This design comes from an exercise in tuning for small area, a short achievable clock period and few clock cycles per item on the open sky130 flow, not from production work.
Only simulation tests tie the RTL to the original design; equivalence was not proved.

## fir
module fir(
  clock,
  reset,
  calculate,
  data_in,
  data_out,
  data_good
);
  input clock;
  input reset;
  input calculate;
  input [9:0] data_in;
  output [9:0] data_out;
  output data_good;
  reg [6:0] clr_cnt;
  reg clearing;
  assign data_good = ~clearing;
  always @(posedge clock or negedge reset) begin
    if (reset == 0) begin
      clr_cnt  <= 0;
      clearing <= 1;
    end
    else if (clearing) begin
      clr_cnt <= clr_cnt + 1;
      if (&clr_cnt) clearing <= 0;
    end
  end
  wire shift = calculate | clearing;
  reg [9:0] H0;
  reg [9:0] H1;
  reg [9:0] H2;
  reg [9:0] H3;
  reg [9:0] H4;
  reg [9:0] H5;
  reg [9:0] H6;
  reg [9:0] H7;
  reg [9:0] H8;
  reg [9:0] H9;
  reg [9:0] H10;
  reg [9:0] H11;
  reg [9:0] H12;
  reg [9:0] H13;
  reg [9:0] H14;
  reg [9:0] H15;
  reg [9:0] H16;
  reg [9:0] H17;
  reg [9:0] H18;
  reg [9:0] H19;
  reg [9:0] H20;
  reg [9:0] H21;
  reg [9:0] H22;
  reg [9:0] H23;
  reg [9:0] H24;
  reg [9:0] H25;
  reg [9:0] H26;
  reg [9:0] H27;
  reg [9:0] H28;
  reg [9:0] H29;
  reg [9:0] H30;
  reg [9:0] H31;
  reg [9:0] H32;
  reg [9:0] H33;
  reg [9:0] H34;
  reg [9:0] H35;
  reg [9:0] H36;
  reg [9:0] H37;
  reg [9:0] H38;
  reg [9:0] H39;
  reg [9:0] H40;
  reg [9:0] H41;
  reg [9:0] H42;
  reg [9:0] H43;
  reg [9:0] H44;
  reg [9:0] H45;
  reg [9:0] H46;
  reg [9:0] H47;
  reg [9:0] H48;
  reg [9:0] H49;
  reg [9:0] H50;
  reg [9:0] H51;
  reg [9:0] H52;
  reg [9:0] H53;
  reg [9:0] H54;
  reg [9:0] H55;
  reg [9:0] H56;
  reg [9:0] H57;
  reg [9:0] H58;
  reg [9:0] H59;
  reg [9:0] H60;
  reg [9:0] H61;
  reg [9:0] H62;
  reg [9:0] H63;
  reg [9:0] H64;
  reg [9:0] H65;
  reg [9:0] H66;
  reg [9:0] H67;
  reg [9:0] H68;
  ...
==> flow/config.mk <==
export PLATFORM = sky130hd
export DESIGN_NAME = fir
export DESIGN_NICKNAME = fir
export VERILOG_FILES = /design/flow/design.v
export SDC_FILE = /design/flow/constraint.sdc
export NUM_CORES = 4
export LEC_CHECK = 0
export ABC_CLOCK_PERIOD_IN_PS = 2000
export CAP_MARGIN = 20
export CORE_MARGIN = 2
export CORE_UTILIZATION = 65
export CTS_CLUSTER_DIAMETER = 100
export CTS_CLUSTER_SIZE = 30
export SLEW_MARGIN = 20
export SYNTH_HIERARCHICAL = 1
==> flow/constraint.sdc <==
create_clock -name core_clock -period 13.0 [get_ports {clock}]
set_input_delay 2.6000 -clock core_clock [delete_from_list [all_inputs] [get_ports {clock}]]
set_output_delay 2.6000 -clock core_clock [all_outputs]
set_load 0.01 [all_outputs]
standard.sh (not shown) runs the stock make flow with config.mk's settings and CLKGATE_MAP_FILE= SYNTH_SCRIPT=/design/flow/synth_recipe.tcl, a recipe that flattens the netlist after the stock synthesis.
==> flow/flow/run.sh <==
#!/bin/bash
set -euo pipefail
MARGIN=$(cat flow/margin.txt)
TNS=$(cat flow/tns.txt)
# synthesis exactly as standard.sh does it
bash standard.sh synth > synth.log 2>&1
# the remaining steps: the same make command with the repair target added
sed -e "s|CLKGATE_MAP_FILE= |CLKGATE_MAP_FILE= SETUP_SLACK_MARGIN=$MARGIN TNS_END_PERCENT=$TNS 'BUFFER_PORTS_ARGS=-buffer_cell sky130_fd_sc_hd__buf_4' |" \
    standard.sh > flow_layout.sh
bash flow_layout.sh finish > layout.log 2>&1
test -f out/final.def
==> flow/flow/margin.txt <==
8.2
==> flow/flow/tns.txt <==
100
The starting point finished with timing, DRC and antenna clean.
Testbench counts at the start, summed over its fixed seeds: cycles 4,000, items 4,000.
Then changed:
--- a/flow/config.mk
+++ b/flow/config.mk
@@ -12,3 +12,3 @@
 export CTS_CLUSTER_DIAMETER = 100
-export CTS_CLUSTER_SIZE = 30
+export CTS_CLUSTER_SIZE = 24
 export SLEW_MARGIN = 20
- The changed run finished with timing, DRC and antenna clean
- sequential share of layout area is about the same
- critical path depth does not change
- clock skew goes down by 0.0087 ns
- synthesized cell count stays the same
Then changed:
--- a/flow/config.mk
+++ b/flow/config.mk
@@ -11,4 +11,2 @@
 export CORE_UTILIZATION = 65
-export CTS_CLUSTER_DIAMETER = 100
-export CTS_CLUSTER_SIZE = 24
 export SLEW_MARGIN = 20
Result: Die area is unchanged. Wire length came out higher by 1.5%. Maximum frequency decreases by 0.40%. Non-clock buffer count drops by 5. Via count went up by about 1.7%. Core utilization increases by 2.1 points. Setup slack loses 0.019 ns. Critical path depth went down by 5.
Then changed:
--- a/flow/config.mk
+++ b/flow/config.mk
@@ -7,3 +7,3 @@
 export LEC_CHECK = 0
-export ABC_CLOCK_PERIOD_IN_PS = 2000
+export ABC_CLOCK_PERIOD_IN_PS = 1000
 export CAP_MARGIN = 20
@@ -11,2 +11,4 @@
 export CORE_UTILIZATION = 65
+export CTS_CLUSTER_DIAMETER = 100
+export CTS_CLUSTER_SIZE = 24
 export SLEW_MARGIN = 20
The changed run produced a clean layout.
First-iteration DRC count fell by 0.91%.
Non-clock buffer count rose by 5.
Then changed:
==> flow/flow/margin.txt (replaced) <==
8.3
--- a/flow/config.mk
+++ b/flow/config.mk
@@ -7,3 +7,3 @@
 export LEC_CHECK = 0
-export ABC_CLOCK_PERIOD_IN_PS = 1000
+export ABC_CLOCK_PERIOD_IN_PS = 2000
 export CAP_MARGIN = 20
Clock-buffer cell count decreases by 1.
Design area stays flat.
Global-route usage increases by 0.24 points.
Routed wire length increases by about 0.6%.

[afterwards: timing with drivers on the ports]
The results above use ideal ports. As a check the final layouts listed here were re-extracted and re-timed, cells and wires unchanged. Step 1, drivers: a clkbuf_16 drives clock and a buf_2 each remaining input, both assumed. Step 2, shift: input delay + t, output delay - t, t = (earliest + latest rising clock arrival at the registers) / 2. This alone moves slack from input paths to output paths. Slacks: no drivers / after step 1 / after step 2; pairs: no drivers / after step 1.
run | t, ns | setup slack, ns | slew at the worst register clock pin (ns) | worst data-port slew with drivers (ns)
the first run | 0.764 | 8.266 / 8.266 / 7.502 | 0.12 / 0.12 | 0.07
the second run | 0.758 | 8.246 / 8.245 / 7.487 | 0.11 / 0.11 | 0.07
the third run | 0.767 | 8.227 / 8.272 / 7.505 | 0.07 / 0.07 | 0.07
the fourth run | 0.758 | 8.246 / 8.245 / 7.487 | 0.11 / 0.11 | 0.07
the fifth run | 0.754 | 8.232 / 8.236 / 7.481 | 0.11 / 0.11 | 0.06
After both steps every run listed still meets setup and hold. The setup slack of the first run, which loses most, moves by 0.000 ns with the drivers and by -0.764 ns with both steps.
